Context: an optimization exercise on an open-source flow, tuned for small area, a short achievable clock period and few clock cycles per item. The choices shown serve that exercise and are no tape-out recipe.
Function was not checked in any run shown here: the RTL went through the layout flow alone.
Power figures rest on the tool's default switching activity, not on a simulated workload.

$ cat design/flow/run.sh
#!/bin/bash
# synth_recipe.tcl (not shown) runs the flow's synth.tcl, then flattens the netlist and writes it again
# the make line also repeats each setting of config.mk as NAME=value (left out here)
make -C /OpenROAD-flow-scripts/flow DESIGN_CONFIG=/design/flow/config.mk WORK_HOME=/design/flow/orfs CLKGATE_MAP_FILE= SYNTH_SCRIPT=/design/flow/synth_recipe.tcl finish
$ cat design/flow/config.mk
export PLATFORM = sky130hd
export DESIGN_NAME = func
export DESIGN_NICKNAME = func
export VERILOG_FILES = /design/flow/design.v
export SDC_FILE = /design/flow/constraint.sdc
export NUM_CORES = 4
export LEC_CHECK = 0
export CAP_MARGIN = 20
export CORE_MARGIN = 2
export CORE_UTILIZATION = 65
export PLACE_DENSITY = 0.75
export SETUP_SLACK_MARGIN = 1.5
export SLEW_MARGIN = 20
export SYNTH_HIERARCHICAL = 1
export SYNTH_MINIMUM_KEEP_SIZE = 0
$ cat design/flow/constraint.sdc
create_clock -name core_clock -period 5.0 [get_ports {clk_i}]
set_input_delay 1.0000 -clock core_clock [delete_from_list [all_inputs] [get_ports {clk_i}]]
set_output_delay 1.0000 -clock core_clock [all_outputs]
set_load 0.01 [all_outputs]
$ cat design/flow/design.v
`timescale 1ns / 1ps
module csa_fa (
  input a, b, c,
  output s, co
);
  assign s = a ^ b ^ c;
  assign co = (a & b) | (a & c) | (b & c);
endmodule
module csa_ha (
  input a, b,
  output s, co
);
  assign s = a ^ b;
  assign co = a & b;
endmodule
`timescale 1ns / 1ps
module cube (
  input [7:0] x_bi,
  input [3:0] s_i,
  output [23:0] r1_o,
  output [13:0] r2_o,
  output cin_o
);
  wire [3:0] h = x_bi[7:4];
  wire [3:0] l = x_bi[3:0];
  wire [11:0] h3, l3;
  wire [9:0] h2x3, l2x3;
  assign h3[0] = h[0];
  assign h3[1] = (h[1] & h[0]);
  assign h3[2] = (h[2] & h[0]);
  assign h3[3] = (h[1] & ~h[0]) | (~h[3] & ~h[2] & h[1]) | (h[3] & h[2] & h[1]) | (~h[3] & h[2] & ~h[1] & h[0]) | (h[3] & ~h[2] & ~h[1] & h[0]);
  assign h3[4] = (h[3] & ~h[2] & h[0]) | (~h[3] & h[2] & h[1]) | (h[2] & ~h[1] & h[0]) | (~h[2] & h[1] & h[0]) | (h[2] & h[1] & ~h[0]);
  assign h3[5] = (h[3] & h[1]) | (~h[3] & h[2] & ~h[1] & h[0]);
  assign h3[6] = (~h[3] & h[2]) | (h[2] & ~h[1] & ~h[0]) | (h[3] & ~h[2] & h[1] & ~h[0]) | (h[3] & ~h[2] & ~h[1] & h[0]);
  assign h3[7] = (h[2] & h[1] & ~h[0]) | (h[3] & ~h[1] & h[0]) | (h[3] & h[1] & ~h[0]) | (h[3] & h[2] & ~h[0]);
  assign h3[8] = (h[2] & h[1] & h[0]) | (h[3] & ~h[2] & h[1]);
  assign h3[9] = (h[3] & ~h[0]) | (h[3] & ~h[2] & ~h[1]);
  assign h3[10] = (h[3] & h[1] & h[0]) | (h[3] & h[2] & ~h[1] & ~h[0]);
  assign h3[11] = (h[3] & h[2] & h[1]) | (h[3] & h[2] & h[0]);
  assign l3[0] = l[0];
  assign l3[1] = (l[1] & l[0]);
  assign l3[2] = (l[2] & l[0]);
  assign l3[3] = (l[1] & ~l[0]) | (~l[3] & ~l[2] & l[1]) | (l[3] & l[2] & l[1]) | (~l[3] & l[2] & ~l[1] & l[0]) | (l[3] & ~l[2] & ~l[1] & l[0]);
  assign l3[4] = (l[3] & ~l[2] & l[0]) | (~l[3] & l[2] & l[1]) | (l[2] & ~l[1] & l[0]) | (~l[2] & l[1] & l[0]) | (l[2] & l[1] & ~l[0]);
  assign l3[5] = (l[3] & l[1]) | (~l[3] & l[2] & ~l[1] & l[0]);
  assign l3[6] = (~l[3] & l[2]) | (l[2] & ~l[1] & ~l[0]) | (l[3] & ~l[2] & l[1] & ~l[0]) | (l[3] & ~l[2] & ~l[1] & l[0]);
  assign l3[7] = (l[2] & l[1] & ~l[0]) | (l[3] & ~l[1] & l[0]) | (l[3] & l[1] & ~l[0]) | (l[3] & l[2] & ~l[0]);
  assign l3[8] = (l[2] & l[1] & l[0]) | (l[3] & ~l[2] & l[1]);
  assign l3[9] = (l[3] & ~l[0]) | (l[3] & ~l[2] & ~l[1]);
  assign l3[10] = (l[3] & l[1] & l[0]) | (l[3] & l[2] & ~l[1] & ~l[0]);
  assign l3[11] = (l[3] & l[2] & l[1]) | (l[3] & l[2] & l[0]);
  assign h2x3[0] = h[0];
  assign h2x3[1] = h[0];
  assign h2x3[2] = (h[1] & ~h[0]);
  assign h2x3[3] = (h[1] & ~h[0]) | (~h[2] & h[1]) | (h[2] & ~h[1] & h[0]);
  assign h2x3[4] = (h[3] & ~h[1] & h[0]) | (h[2] & ~h[1] & ~h[0]) | (~h[3] & h[1] & h[0]);
  assign h2x3[5] = (h[3] & h[0]) | (~h[3] & h[2] & ~h[0]) | (h[3] & ~h[2] & h[1]) | (h[2] & ~h[1] & ~h[0]);
  assign h2x3[6] = (h[2] & h[1] & ~h[0]) | (h[3] & ~h[2] & ~h[1]) | (h[2] & ~h[1] & h[0]) | (h[3] & ~h[2] & h[0]);
  assign h2x3[7] = (h[3] & ~h[1]) | (h[2] & h[1] & h[0]);
  assign h2x3[8] = (h[3] & h[2] & ~h[1]) | (h[3] & ~h[2] & h[1]);
  assign h2x3[9] = (h[3] & h[2] & h[1]);
  assign l2x3[0] = l[0];
  assign l2x3[1] = l[0];
  assign l2x3[2] = (l[1] & ~l[0]);
  assign l2x3[3] = (l[1] & ~l[0]) | (~l[2] & l[1]) | (l[2] & ~l[1] & l[0]);
  assign l2x3[4] = (l[3] & ~l[1] & l[0]) | (l[2] & ~l[1] & ~l[0]) | (~l[3] & l[1] & l[0]);
  assign l2x3[5] = (l[3] & l[0]) | (~l[3] & l[2] & ~l[0]) | (l[3] & ~l[2] & l[1]) | (l[2] & ~l[1] & ~l[0]);
  assign l2x3[6] = (l[2] & l[1] & ~l[0]) | (l[3] & ~l[2] & ~l[1]) | (l[2] & ~l[1] & l[0]) | (l[3] & ~l[2] & l[0]);
  assign l2x3[7] = (l[3] & ~l[1]) | (l[2] & l[1] & l[0]);
  assign l2x3[8] = (l[3] & l[2] & ~l[1]) | (l[3] & ~l[2] & l[1]);
  assign l2x3[9] = (l[3] & l[2] & l[1]);
  wire hs0, hc0;
  csa_fa ha0 (.a(~l3[9]), .b(~(h2x3[0] & l[1])), .c(1'b1), .s(hs0), .co(hc0));
  wire fs0, fc0;
  csa_fa fa0 (.a(~l3[10]), .b(~(h2x3[0] & l[2])), .c(~(h2x3[1] & l[1])), .s(fs0), .co(fc0));
  wire hs1, hc1;
  csa_fa ha1 (.a(~(h2x3[2] & l[0])), .b(~(l2x3[3] & h[3])), .c(1'b1), .s(hs1), .co(hc1));
  wire fs1, fc1;
  csa_fa fa1 (.a(~l3[11]), .b(~(h2x3[0] & l[3])), .c(~(h2x3[1] & l[2])), .s(fs1), .co(fc1));
  wire fs2, fc2;
  csa_fa fa2 (.a(~(h2x3[2] & l[1])), .b(~(h2x3[3] & l[0])), .c(~(l2x3[4] & h[3])), .s(fs2), .co(fc2));
  wire hs2, hc2;
  csa_fa ha2 (.a(~(l2x3[5] & h[2])), .b(~(l2x3[6] & h[1])), .c(1'b1), .s(hs2), .co(hc2));
  wire fs3, fc3;
  csa_fa fa3 (.a(~h3[0]), .b(~(h2x3[1] & l[3])), .c(~(h2x3[2] & l[2])), .s(fs3), .co(fc3));
  wire fs4, fc4;
  csa_fa fa4 (.a(~(h2x3[3] & l[1])), .b(~(h2x3[4] & l[0])), .c(~(l2x3[5] & h[3])), .s(fs4), .co(fc4));
  wire fs5, fc5;
  csa_fa fa5 (.a(~(l2x3[6] & h[2])), .b(~(l2x3[7] & h[1])), .c(~(l2x3[8] & h[0])), .s(fs5), .co(fc5));
  wire fs6, fc6;
  csa_fa fa6 (.a(~h3[1]), .b(~(h2x3[2] & l[3])), .c(~(h2x3[3] & l[2])), .s(fs6), .co(fc6));
  wire fs7, fc7;
  csa_fa fa7 (.a(~(h2x3[4] & l[1])), .b(~(h2x3[5] & l[0])), .c(~(l2x3[6] & h[3])), .s(fs7), .co(fc7));
  wire fs8, fc8;
  csa_fa fa8 (.a(~(l2x3[7] & h[2])), .b(~(l2x3[8] & h[1])), .c(~(l2x3[9] & h[0])), .s(fs8), .co(fc8));
  wire fs9, fc9;
  csa_fa fa9 (.a(~h3[2]), .b(~(h2x3[3] & l[3])), .c(~(h2x3[4] & l[2])), .s(fs9), .co(fc9));
  wire fs10, fc10;
  csa_fa fa10 (.a(~(h2x3[5] & l[1])), .b(~(h2x3[6] & l[0])), .c(~(l2x3[7] & h[3])), .s(fs10), .co(fc10));
  wire hs3, hc3;
  csa_fa ha3 (.a(~(l2x3[8] & h[2])), .b(~(l2x3[9] & h[1])), .c(1'b1), .s(hs3), .co(hc3));
  wire fs11, fc11;
  csa_fa fa11 (.a(~h3[3]), .b(~(h2x3[4] & l[3])), .c(~(h2x3[5] & l[2])), .s(fs11), .co(fc11));
  wire fs12, fc12;
  csa_fa fa12 (.a(~(h2x3[6] & l[1])), .b(~(h2x3[7] & l[0])), .c(~(l2x3[8] & h[3])), .s(fs12), .co(fc12));
  wire fs13, fc13;
  csa_fa fa13 (.a(~h3[4]), .b(~(h2x3[5] & l[3])), .c(~(h2x3[6] & l[2])), .s(fs13), .co(fc13));
  wire hs4, hc4;
  csa_fa ha4 (.a(~l3[7]), .b(~(l2x3[0] & h[3])), .c(1'b1), .s(hs4), .co(hc4));
  wire fs14, fc14;
  csa_fa fa14 (.a(~l3[8]), .b(~(h2x3[0] & l[0])), .c(~(l2x3[1] & h[3])), .s(fs14), .co(fc14));
  wire hs5, hc5;
  csa_fa ha5 (.a(~(l2x3[2] & h[2])), .b(~(l2x3[3] & h[1])), .c(1'b1), .s(hs5), .co(hc5));
  wire fs15, fc15;
  csa_fa fa15 (.a(~(h2x3[1] & l[0])), .b(~(l2x3[2] & h[3])), .c(~(l2x3[3] & h[2])), .s(fs15), .co(fc15));
  wire fs16, fc16;
  csa_fa fa16 (.a(~(l2x3[4] & h[1])), .b(~(l2x3[5] & h[0])), .c(hs0), .s(fs16), .co(fc16));
  wire fs17, fc17;
  csa_fa fa17 (.a(~(l2x3[4] & h[2])), .b(~(l2x3[5] & h[1])), .c(~(l2x3[6] & h[0])), .s(fs17), .co(fc17));
  wire fs18, fc18;
  csa_fa fa18 (.a(hc0), .b(hs1), .c(fs0), .s(fs18), .co(fc18));
  wire fs19, fc19;
  csa_fa fa19 (.a(~(l2x3[7] & h[0])), .b(hc1), .c(hs2), .s(fs19), .co(fc19));
  wire fs20, fc20;
  csa_fa fa20 (.a(fc0), .b(fs1), .c(fs2), .s(fs20), .co(fc20));
  wire fs21, fc21;
  csa_fa fa21 (.a(hc2), .b(fc1), .c(fc2), .s(fs21), .co(fc21));
  wire fs22, fc22;
  csa_fa fa22 (.a(fs3), .b(fs4), .c(fs5), .s(fs22), .co(fc22));
  wire fs23, fc23;
  csa_fa fa23 (.a(fc3), .b(fc4), .c(fc5), .s(fs23), .co(fc23));
  wire fs24, fc24;
  csa_fa fa24 (.a(fs6), .b(fs7), .c(fs8), .s(fs24), .co(fc24));
  wire fs25, fc25;
  csa_fa fa25 (.a(hs3), .b(fc6), .c(fc7), .s(fs25), .co(fc25));
  wire fs26, fc26;
  csa_fa fa26 (.a(fc8), .b(fs10), .c(fs9), .s(fs26), .co(fc26));
  wire fs27, fc27;
  csa_fa fa27 (.a(~(l2x3[9] & h[2])), .b(hc3), .c(fc10), .s(fs27), .co(fc27));
  wire fs28, fc28;
  csa_fa fa28 (.a(fc9), .b(fs11), .c(fs12), .s(fs28), .co(fc28));
  wire fs29, fc29;
  csa_fa fa29 (.a(~(h2x3[7] & l[1])), .b(~(h2x3[8] & l[0])), .c(~(l2x3[9] & h[3])), .s(fs29), .co(fc29));
  wire fs30, fc30;
  csa_fa fa30 (.a(fc11), .b(fc12), .c(fs13), .s(fs30), .co(fc30));
  wire fs31, fc31;
  csa_fa fa31 (.a(~h3[5]), .b(~(h2x3[6] & l[3])), .c(~(h2x3[7] & l[2])), .s(fs31), .co(fc31));
  wire fs32, fc32;
  csa_fa fa32 (.a(~(h2x3[8] & l[1])), .b(~(h2x3[9] & l[0])), .c(fc13), .s(fs32), .co(fc32));
  wire fs33, fc33;
  csa_fa fa33 (.a(~h3[6]), .b(~(h2x3[7] & l[3])), .c(~(h2x3[8] & l[2])), .s(fs33), .co(fc33));
  wire hs6, hc6;
  csa_fa ha6 (.a(~l3[6]), .b(~(l2x3[0] & h[2])), .c(1'b1), .s(hs6), .co(hc6));
  wire fs34, fc34;
  csa_fa fa34 (.a(~(l2x3[1] & h[2])), .b(~(l2x3[2] & h[1])), .c(~(l2x3[3] & h[0])), .s(fs34), .co(fc34));
  wire fs35, fc35;
  csa_fa fa35 (.a(~(l2x3[4] & h[0])), .b(hc4), .c(hs5), .s(fs35), .co(fc35));
  wire fs36, fc36;
  csa_fa fa36 (.a(hc5), .b(fc14), .c(fs15), .s(fs36), .co(fc36));
  wire fs37, fc37;
  csa_fa fa37 (.a(fc15), .b(fs17), .c(fc16), .s(fs37), .co(fc37));
  wire fs38, fc38;
  csa_fa fa38 (.a(fc17), .b(fs19), .c(fc18), .s(fs38), .co(fc38));
  wire fs39, fc39;
  csa_fa fa39 (.a(fc19), .b(fs21), .c(fc20), .s(fs39), .co(fc39));
  wire fs40, fc40;
  csa_fa fa40 (.a(fc21), .b(fs23), .c(fc22), .s(fs40), .co(fc40));
  wire fs41, fc41;
  csa_fa fa41 (.a(fc23), .b(fs25), .c(fc24), .s(fs41), .co(fc41));
  wire fs42, fc42;
  csa_fa fa42 (.a(fc25), .b(fs27), .c(fc26), .s(fs42), .co(fc42));
  wire fs43, fc43;
  csa_fa fa43 (.a(fs29), .b(fc27), .c(fc28), .s(fs43), .co(fc43));
  wire fs44, fc44;
  csa_fa fa44 (.a(fc29), .b(fs31), .c(fs32), .s(fs44), .co(fc44));
  wire fs45, fc45;
  csa_fa fa45 (.a(~(h2x3[9] & l[1])), .b(fc31), .c(fs33), .s(fs45), .co(fc45));
  wire fs46, fc46;
  csa_fa fa46 (.a(~h3[7]), .b(~(h2x3[8] & l[3])), .c(~(h2x3[9] & l[2])), .s(fs46), .co(fc46));
  wire hs7, hc7;
  csa_fa ha7 (.a(~l3[5]), .b(~(l2x3[0] & h[1])), .c(1'b1), .s(hs7), .co(hc7));
  wire fs47, fc47;
  csa_fa fa47 (.a(~(l2x3[1] & h[1])), .b(~(l2x3[2] & h[0])), .c(hs6), .s(fs47), .co(fc47));
  wire fs48, fc48;
  csa_fa fa48 (.a(hc6), .b(hs4), .c(fs34), .s(fs48), .co(fc48));
  wire fs49, fc49;
  csa_fa fa49 (.a(fc34), .b(fs14), .c(fs35), .s(fs49), .co(fc49));
  wire fs50, fc50;
  csa_fa fa50 (.a(fc35), .b(fs16), .c(fs36), .s(fs50), .co(fc50));
  wire fs51, fc51;
  csa_fa fa51 (.a(fc36), .b(fs18), .c(fs37), .s(fs51), .co(fc51));
  wire fs52, fc52;
  csa_fa fa52 (.a(fs20), .b(fc37), .c(fs38), .s(fs52), .co(fc52));
  wire fs53, fc53;
  csa_fa fa53 (.a(fs22), .b(fc38), .c(fs39), .s(fs53), .co(fc53));
  wire fs54, fc54;
  csa_fa fa54 (.a(fs24), .b(fc39), .c(fs40), .s(fs54), .co(fc54));
  wire fs55, fc55;
  csa_fa fa55 (.a(fs26), .b(fc40), .c(fs41), .s(fs55), .co(fc55));
  wire fs56, fc56;
  csa_fa fa56 (.a(fs28), .b(fc41), .c(fs42), .s(fs56), .co(fc56));
  wire fs57, fc57;
  csa_fa fa57 (.a(fs30), .b(fc42), .c(fs43), .s(fs57), .co(fc57));
  wire fs58, fc58;
  csa_fa fa58 (.a(fc30), .b(fc43), .c(fs44), .s(fs58), .co(fc58));
  wire fs59, fc59;
  csa_fa fa59 (.a(fc32), .b(fs45), .c(fc44), .s(fs59), .co(fc59));
  wire fs60, fc60;
  csa_fa fa60 (.a(fc33), .b(fs46), .c(fc45), .s(fs60), .co(fc60));
  wire fs61, fc61;
  csa_fa fa61 (.a(~h3[8]), .b(~(h2x3[9] & l[3])), .c(fc46), .s(fs61), .co(fc61));
  wire [7:0] lo_a = ~{fc47, hc7, hs7, ~l3[4], ~s_i[3], ~s_i[2], ~s_i[1], ~l3[0]};
  wire [7:0] lo_b = ~{fs48, fs47, ~(l2x3[1] & h[0]), ~(l2x3[0] & h[0]), ~l3[3], ~l3[2], ~l3[1], ~s_i[0]};
  wire [8:0] lo_sum = {1'b0, lo_a} + {1'b0, lo_b};
  wire lo_carry_n = ~lo_sum[8];
  assign r1_o = {~h3[11], ~h3[10], ~h3[9], fs61, fs60, fc58, fc57, fc56, fc55, fc54, fc53, fc52, fc51, fc50, fc49, fc48, lo_sum[7], lo_sum[6], lo_sum[5], lo_sum[4], lo_sum[3], lo_sum[2], lo_sum[1], lo_sum[0]};
  assign r2_o = {fc61, fc60, fc59, fs59, fs58, fs57, fs56, fs55, fs54, fs53, fs52, fs51, fs50, fs49};
  assign cin_o = lo_carry_n;
endmodule
`timescale 1ns / 1ps
module sqrt(
  input [7:0] x_i,
  output reg [3:0] y_o
);
  integer k;
  always @(*) begin
    y_o = 4'd0;
    for (k = 1; k < 16; k = k + 1)
      if (x_i >= k * k) y_o = k;
  end
endmodule
`timescale 1ns / 1ps
module func(
	input clk_i,
	input rst_i,
	input start_i,
	input [7:0] a_i,
	input [7:0] b_i,
	input change_mode,
	output [1:0] busy_o,
	output [15:0] y_o
);
  reg [7:0] a;
  reg [3:0] root;
  reg busy;
  reg mode;
  reg show_hi, show_lo;
  wire cleared = ~(show_hi | show_lo);
  wire next_mode = mode ^ change_mode;
  reg [23:0] row1;
  reg [13:0] row2;
  reg row_c;
  wire next_c;
  wire [16:0] hi_sum = {row1[23:8], 1'b1} + {1'b1, 1'b1, row2[13], row2[12], row2[11], row2[10], row2[9], row2[8], row2[7], row2[6], row2[5], row2[4], row2[3], row2[2], row2[1], row2[0], row_c};
  wire [3:0] result_sqrt;
  wire [23:0] next1;
  wire [13:0] next2;
  wire [23:0] part_result;
  wire accept = start_i & ~busy;
  sqrt sqrt1(.x_i(b_i), .y_o(result_sqrt));
  cube cube1(.x_bi(a), .s_i(root), .r1_o(next1), .r2_o(next2), .cin_o(next_c));
  assign part_result = {~hi_sum[16:1], row1[7:0]};
  assign busy_o = {1'b0, busy};
  assign y_o[7:0] = ({8{show_hi}} & part_result[23:16]) | ({8{show_lo}} & part_result[7:0]);
  assign y_o[15:8] = {8{show_lo}} & part_result[15:8];
  always @(posedge clk_i) begin
    row1 <= next1;
    row2 <= next2;
    row_c <= next_c;
    if (accept) begin
      a <= a_i;
      root <= result_sqrt;
    end
    if (rst_i) begin
      mode <= 1'b0;
      busy <= 1'b0;
      show_hi <= 1'b0;
      show_lo <= 1'b0;
    end else begin
      mode <= next_mode;
      busy <= accept;
      show_hi <= next_mode & (accept | ~cleared);
      show_lo <= ~next_mode & (accept | ~cleared);
    end
  end
endmodule
==> impl_results.md, run 1 <==
- Root buf cell: clkbuf_8
- Leakage: between 2 and 2.5 nW
- Outcome: complete, no violations
- Ranking of synthesized cells by area: fa_1 (27%), dfxtp_1 (16%), nand2_1 (7.2%)
- FP Rows: 32
- Fin crit share: 0.7120
- Via count: about 4,000
- Startpoint types: flop
- TritonCTS Sinks: 55
- Most common cell after layout, fill and taps aside: nand2_1
- Detail Route Antenna Nets: 0
- Initial antenna violation count: 0
- Fin Setup TNS: 0 ns
- Synthesis-stage register bit count: 55
- Critical Path RT: 4.00 ns
- Unrepaired setup endpoints after global routing: yes
- CP arrival: 2.56 ns
- Die extent in x: 93.83 um
- Clock Pin Slew Worst Setup and Hold Paths: ~0.11 ns
- Vias per cell: approximately 5.9
- Post-route non-filler standard cell count: 693
- Power per Cell Area: 428.1 nW/um^2
- Worst path slowest cell: clkdlybuf4s50_1
- First-pass GRT wire length: between 15,000 and 20,000 um
- Num CTS Buffers: 5
- Slew Limit Fails: 0
- Port bufs: 36
- Area leader, netlist: fa_1
- Post-Place Cells: around 660
- Fmax: ~0.28 GHz
- Max-Cap Viols: 0
- Avg Synthesized Cell Area: 9.300 um^2
- Overall routed net length: around 12,000 um
- Clk latency of the worst-skew pair: around 0.32 ns
- CTS H-tree depth: 2
- Yosys top cell area share: 0.2748
- DR pass1 iterations: 5
- CORE AREA: ~7800 um^2
- DRC: 0
- Layout Utilization: 0.7592
- CP Class: flop to output pin
- Global route overflow: 0
- Sequential area share after synthesis: 0.2328
- Nets: 704
- Mapped cell area: between 5000 and 6000 um^2
- EDFF count, synth: 12
- CTS tree: done
- Starting Density: 0.6753
- Worst-path cell chain: ha_4, a21o_1, a31oi_4, a21boi_1, a2111oi_1, mux2i_1, nand3_1, clkdlybuf4s50_1
- CP Capture Type: output pin
- Final setup skew: between 0.02 and 0.025 ns
- Power, Total: ~2.5 mW
- Worst VDD drop: between 200 and 250 uV
- Cells after synthesis: about 560
- Ys async rst share: 0
- Post-detail-place hpwl: ~8700 um
- Synth warn: 8
- Wirelength per Cell: around 17 um
- Drt initial violations: roughly 240
- Yosys cell types: slightly below 60
- Tmin final: around 3.6 ns
- Gr usage total: 0.2794
- Dominant synthesized flop cell: dfxtp_1
- Worst Path Max Fanout: 5
- Layout cells sized above 1: 0.1371
- Largest net degree at the start of global routing: 27
- Via count of the first global-routing pass: a little under 4,000
- Diodes inserted: 0
- # IOs: 38
- Area grow syn2layout: 12.43%
- Die height: ~94 um
- CP peak stage delay: around 0.53 ns
- Die area: between 8000 and 9000 um^2
- Final setup viols: 0
- GPL Wtd Cong: ~0.93
- Longest Clk Path Bufs: 2
- Final Hold Fails: 0
- Min-Delay Path Class: flop to flop
- Commonest cells after routing, fill and taps aside: nand2_1 (100), fa_1 (72), dfxtp_1 (37)
## critical path: cells and delay by family (launching register included)
| family | cells | cell delay, ns |
|---|---|---|
| AOI/OAI and AO/OA | 4 | 0.89 |
| buffers and inverters | 1 | 0.53 |
| DFF | 1 | 0.34 |
| adders and majority gates | 1 | 0.27 |
| muxes | 1 | 0.12 |
| and+or+nand+nor | 1 | 0.10 |
## final cells by class
| type | count | area, um^2 |
|---|---|---|
| multi-input combinational | 436 | 3755 |
| clock inverter | 3 | 26.28 |
| sequential | 55 | 1229 |
| fill | 573 | 1871 |
| clock buffer | 5 | 68.82 |
| inverter | 23 | 90.09 |
| timing repair buffer | 69 | 600.6 |
| tap | 102 | 127.6 |
## logic make-up after synthesis
kind of cell               synth area share
and+or+nand+nor                      0.1667
AOI/OAI and AO/OA                    0.1446
adders and majority gates            0.3273
buffers and inverters               0.08564
DFF                                  0.2328
xor gates and xnor gates            0.03006
muxes                               0.01145
other                              0.001432
## per-layer routing
metal  global-route usage  up-vias  wire length (um)
li1                     -     1924                 -
met1               0.3858     1948              5076
met5                    0        -                 0
met3              0.05377       33               823
met2               0.4363      184              5537
met4               0.1147        0               475
## registers in the layout, indices dropped and copies added (netlist names)
signal   flops
row1        24
row2        14
a            8
root         4
busy         1
mode         1
row_c        1
show_hi      1
show_lo      1
## cell usage after synthesis (6+ instances only)
library cell	instances
nor2b_1	8
mux2i_1	6
o21ai_0	25
inv_1	23
a21o_1	8
nor3_1	9
buf_4	34
ha_1	22
edfxtp_1	12
buf_2	11
and2_1	9
nand3_1	13
a21oi_1	26
nor2_1	31
nand2_1	101
xnor2_1	13
clkbuf_1	8
fa_1	72
dfxtp_1	43
## path summary, 6_finish.rpt
check	startpoint	end	slack [ns]	cells past startpoint
max	row1[11]$_DFF_P_	y_o[4]	1.44	8
min reg2reg	root[0]$_DFFE_PP_	row1[0]$_DFF_P_	0.53	1
max reg2reg	a[2]$_DFFE_PP_	row2[6]$_DFF_P_	1.58	7
min	root[0]$_DFFE_PP_	row1[0]$_DFF_P_	0.53	1
## stage by stage
step	hold WS (ns)	instance area [um^2]	worst slack, ns
floorplan	0.4369	5271	1.723
global placement	0.4969	5419	1.378
detailed placement	0.4936	5419	1.328
CTS	0.5238	5652	1.251
global route	0.5570	5897	1.351
finish	0.5322	5897	1.440
## per-module statistics from Yosys, one instance, submodules excluded
module / cells inside / flip-flops and latches / copies in the design / cell area [um^2]
cube: 249 / 0 / 1 / 1386
sqrt: 36 / 0 / 1 / 210.2
func: 209 / 55 / 1 / 2247
csa_fa: 1 / 0 / 70 / 20.02
## timing repair
item / CTS / global route
hold buffers: 0 / 0
endpoints found under the setup margin: 25 / 28
setup buffers: 10 / 20
resized for setup: 30 / 36
pin swaps: 5 / 8
cloned: 0 / 0
## power breakdown
| part | internal [mW] | switching, mW | total [mW] |
|---|---|---|---|
| registers | 0.589 | 0.0814 | 0.671 |
| logic | 0.743 | 0.857 | 1.60 |
| clock network | 0.103 | 0.151 | 0.254 |
==> inputs of run 2 (changes only) <==
==> design/flow/flow/run.sh (new file) <==
#!/bin/bash
# The standard layout (standard.sh), with plain buffers on the ports in
# place of ORFS's delay cells: buf_2 on the outputs (global placement's own
# buffer_ports step), buf_1 on the inputs (added by flow/inbuf.tcl at the start
# of the resize step, after global placement has removed synthesis buffers).
set -euo pipefail
here=$(pwd)
bash standard.sh \
  "BUFFER_PORTS_ARGS=-outputs -buffer_cell sky130_fd_sc_hd__buf_2" \
  "PRE_RESIZE_TCL=$here/flow/inbuf.tcl" \
  finish > "$here/standard_flow.log" 2>&1
==> design/flow/flow/inbuf.tcl (new file) <==
# a buffer on every input port but the clock, as ORFS's buffer_ports does
buffer_ports -inputs -buffer_cell sky130_fd_sc_hd__buf_1
==> design/flow/standard.sh (new file) <==
#!/bin/bash
# synth_recipe.tcl (not shown) runs the flow's synth.tcl, then flattens the netlist and writes it again
# the make line also repeats each setting of config.mk as NAME=value (left out here)
make -C /OpenROAD-flow-scripts/flow DESIGN_CONFIG=/design/flow/config.mk WORK_HOME=/design/flow/orfs CLKGATE_MAP_FILE= SYNTH_SCRIPT=/design/flow/synth_recipe.tcl "${@:-finish}"
removed: design/flow/run.sh
==> run 2 against run 1 <==
Still clean. Count of clock-buffer cells in the layout unchanged. First-iteration DRC count rose by 35%. Via count up 3.3%. Hold slack improved by 0.0099 ns. Clock power up 6%. Register-to-register slack got worse by 0.10 ns. Critical path type is now flop to flop. Critical endpoint is now row2[8]$_DFF_P_. Largest cell class unchanged. Largest power group unchanged.
==> impl_results.md, run 2 <==
- Outcome: complete, no violations
- Tmin final: 3.525 ns (-0.03525 ns)
- Overall routed net length: 12,160 um (+2.1%)
- Largest registers: row1 (24), row2 (14), a (8)
- Unrepaired setup endpoints after global routing: yes
- CTS H-tree depth: 2 (unchanged)
- Synthesis-stage register bit count: 55 (unchanged)
- Power per Cell Area: 435.8 nW/um^2 (+1.8%)
- Startpoint types: flop
- HP Start: mode$_SDFF_PP0_
- Most common cell after layout, fill and taps aside: nand2_1
- FP Rows: 32 (unchanged)
- Leakage: 2.185 nW (-4.4%)
- Worst path slowest cell: edfxtp_1
- Diodes inserted: 0 (unchanged)
- Final Hold Fails: 0 (unchanged)
- EDFF count, synth: 12 (unchanged)
- Port bufs: 17 (-53%)
- Max reg flops: 24 (unchanged)
- Clk latency of the worst-skew pair: 0.33 ns (about the same)
- Synth cell count leaders: nand2_1 (101), fa_1 (72), dfxtp_1 (43), buf_4 (34), nor2_1 (31)
- Largest net degree at the start of global routing: 25 (-7.4%)
- Global route overflow: 0 (unchanged)
- Min-Delay Path Class: flop to flop
- Die area: 8804 um^2 (unchanged)
- Final instance area: 5693 um^2 (-3.5%)
- Post-DP Area: 5207 um^2 (-3.9%)
- Post-Place Cells: 654 (-0.15%)
- CP peak stage delay: 0.55 ns (+0.02 ns)
- Detail Route Antenna Nets: 0 (unchanged)
- Hold EP: mode$_SDFF_PP0_
- Vias per cell: 6.092 (+3.3%)
- TritonCTS Sinks: 55 (unchanged)
- Worst VDD drop: 214.8 uV (-8.7%)
- Reg2reg setup slack: 1.48 ns (-0.10 ns)
- Avg Synthesized Cell Area: 9.300 um^2 (unchanged)
- Nets: 704 (unchanged)
- Count leader, synth: nand2_1
- Biggest register: row1
- Ys async rst share: 0 (unchanged)
- Longest Clk Path Bufs: 2 (unchanged)
- Synth warn: 8 (unchanged)
- DRC: 0 (unchanged)
- Commonest cells after routing, fill and taps aside: nand2_1 (100), fa_1 (71), dfxtp_1 (37)
- Final Worst Setup Slack: 1.475 ns (+0.03525 ns)
- Critical R2R Launch: a[6]$_DFFE_PP_
- Yosys cell types: 59 (unchanged)
- Worst reg2reg endpoint: row2[8]$_DFF_P_
- DR pass1 iterations: 7 (+2)
- Crit-path most repeated cell: fa_1
- Worst-path cell chain: buf_4, inv_1, nor2_1, o21ai_0, xor2_1, fa_1, fa_1, fa_1, fa_1
- Hold Path Depth: 2 (+1)
- Ranking of synthesized cells by area: fa_1 (27%), dfxtp_1 (16%), nand2_1 (7.2%)
- Clock Pin Slew Worst Setup and Hold Paths: 0.12 ns (about the same)
- Slew Limit Fails: 0 (unchanged)
- Area leader, netlist: fa_1
- CP Class: flop to flop
- Post-route non-filler standard cell count: 693 (unchanged)
- CP Capture Type: flop
- Fmax: 0.2837 GHz (+1.0%)
- Mapped cell area: 5245 um^2 (unchanged)
- CP arrival: 3.72 ns (+1.16 ns)
- # IOs: 38 (unchanged)
- Final setup skew: 0.01874 ns (-0.002609 ns)
- CORE AREA: 7767 um^2 (unchanged)
- GPL Wtd Cong: 0.9655 (+3.6%)
- Initial antenna violation count: 0 (unchanged)
- Layout cells sized above 1: 0.1557 (+0.01861)
- Register-to-Register Path Depth: 9 (+2)
- Max-Cap Viols: 0 (unchanged)
- Critical Path RT: 5.19 ns (+1.19 ns)
- Cells after synthesis: 564 (unchanged)
- Final setup viols: 0 (unchanged)
- Worst Path Max Fanout: 8 (+3)
- Post-detail-place hpwl: 8752 um (+1.0%)
- Dominant synthesized flop cell: dfxtp_1
- Wirelength per Cell: 17.55 um (+2.1%)
- Fin crit share: 0.7050 (-0.007050)
- Gr usage total: 0.2803 (+0.0009433)
- First-pass GRT wire length: 19,020 um (+0.48%)
- Via count of the first global-routing pass: 3,869 (-0.74%)
- Die extent in x: 93.83 um (unchanged)
- CTS tree: done
- Area grow syn2layout: 8.540%
- Via count: 4,222 (+3.3%)
- Sequential area share after synthesis: 0.2328 (unchanged)
- Drt initial violations: 320 (+35%)
- Root buf cell: clkbuf_8
- Fin Setup TNS: 0 ns (unchanged)
- Dpl ws: 1.333 ns (+0.005400 ns)
- Die height: 93.83 um (unchanged)
- Yosys top cell area share: 0.2748 (unchanged)
- Starting Density: 0.6753 (unchanged)
- Num CTS Buffers: 5 (unchanged)
-- run 2: cell count changes in the layout (fill, tap and decap cells not counted), sizes merged, moves of 3 or more --
cell | before | now
buf | 35 | 69
clkdlybuf4s50 | 26 | 0
dlymetal6s2s | 4 | 0
dlygate4sd2 | 3 | 0
-- run 2: per-module statistics from Yosys, one instance, submodules excluded --
| module | flops+latches | cells inside | cell area [um^2] |
|---|---|---|---|
| csa_fa | 0 | 1 | 20.02 |
| cube | 0 | 249 | 1386 |
| func | 55 | 209 | 2247 |
| sqrt | 0 | 36 | 210.2 |
-- run 2: layout make-up --
class,instances,area (um^2)
Sequential cell,55,1229
Multi-Input combinational cell,436,3745
Clock inverter,3,28.78
Timing Repair Buffer,69,407.9
Inverter,23,86.33
Clock buffer,5,68.82
Tap cell,102,127.6
Fill cell,580,2074
-- run 2: cells by family (layout without fill, tap and decap cells) --
family | count (synthesis) | in the layout | synth area share
AND/OR/NAND/NOR | 194 | 194 | 0.1667
AO/OA/AOI/OAI | 115 | 115 | 0.1446
adder cells (fa/ha/maj) | 94 | 94 | 0.3273
buffers and inverters | 80 | 100 | 0.08564
flip-flops | 55 | 55 | 0.2328
XOR/XNOR | 18 | 18 | 0.03006
multiplexers | 6 | 6 | 0.01145
other | 2 | 9 | 0.001432
-- run 2: how the worst max path moves through the flow --
stage | from | endpoint | slack (ns) | cells past startpoint
final | a[6]$_DFFE_PP_ | row2[8]$_DFF_P_ | 1.48 | 9
after global placement | a[0]$_DFFE_PP_ | row2[3]$_DFF_P_ | 1.41 | 8
after global routing | a[6]$_DFFE_PP_ | row2[8]$_DFF_P_ | 1.42 | 9
after CTS | a[0]$_DFFE_PP_ | row2[5]$_DFF_P_ | 1.51 | 7
after detailed placement | a[6]$_DFFE_PP_ | row2[5]$_DFF_P_ | 1.33 | 7
after floorplan | a[0]$_DFFE_PP_ | row2[3]$_DFF_P_ | 1.72 | 10
-- run 2: what timing repair did --
| action | 4_1_cts | 5_1_grt |
|---|---|---|
| resized for setup | 6 | 29 |
| pin swaps | 4 | 10 |
| endpoints found under the setup margin | 18 | 24 |
| hold buffers | 0 | 0 |
| setup buffers | 8 | 23 |
-- run 2: per-layer routing --
layer | track usage | vias up | wire length [um]
met5 | 0 | - | 0
met4 | 0.1220 | 0 | 615
met3 | 0.04735 | 48 | 1026
met2 | 0.4387 | 256 | 5528
met1 | 0.3875 | 1991 | 4989
li1 | - | 1927 | -
-- run 2: critical path: cells and delay by family, from the launching register on --
kind / cells / cell delay, ns
simple gates: 1 / 0.08
xor+xnor: 1 / 0.27
compound gates: 1 / 0.35
buf+inv: 2 / 0.31
flops: 1 / 0.55
fa+ha+maj: 4 / 1.83
-- run 2: power breakdown --
part / internal [mW] / switching (mW)
clock network: 0.104 / 0.164
logic: 0.697 / 0.850
registers: 0.589 / 0.0766
-- run 2: per-stage QoR --
stage | hold slack [ns] | utilization | total power [mW]
3_3_place_gp | 0.5045 | 0.6612 | 1.902
4_1_cts | 0.5452 | 0.6928 | 2.269
6_report | 0.5421 | 0.7329 | 2.481
3_5_place_dp | 0.5168 | 0.6704 | 1.965
5_1_grt | 0.5756 | 0.7329 | 2.669
2_1_floorplan | 0.4369 | - | 1.817

==> what the ideal ports hide <==
No port has a modelled driver above. Below, the same layouts with a new extraction and two added sets of constraints. Step 1, drivers: a clkbuf_16 drives clk_i and a buf_2 each remaining input, both assumed. Step 2 moves the port delays by t, midway between the first and last clock arrival at a register: inputs arrive t later, outputs are due t later. That takes back most of the time a late clock gives input paths. a / b / c = ideal / step 1 / step 2; a / b = the first two.
run | shift t [ns] | setup WS [ns] | clock arrival spread, ns | worst register clock-pin slew, ns
run 1 | 0.341 | 1.440 / 1.407 / 1.584 | 0.021 / 0.022 | 0.11 / 0.11
run 2 | 0.352 | 1.475 / 1.475 / 1.475 | 0.019 / 0.019 | 0.12 / 0.12
After both steps setup and hold are still met in every run listed.
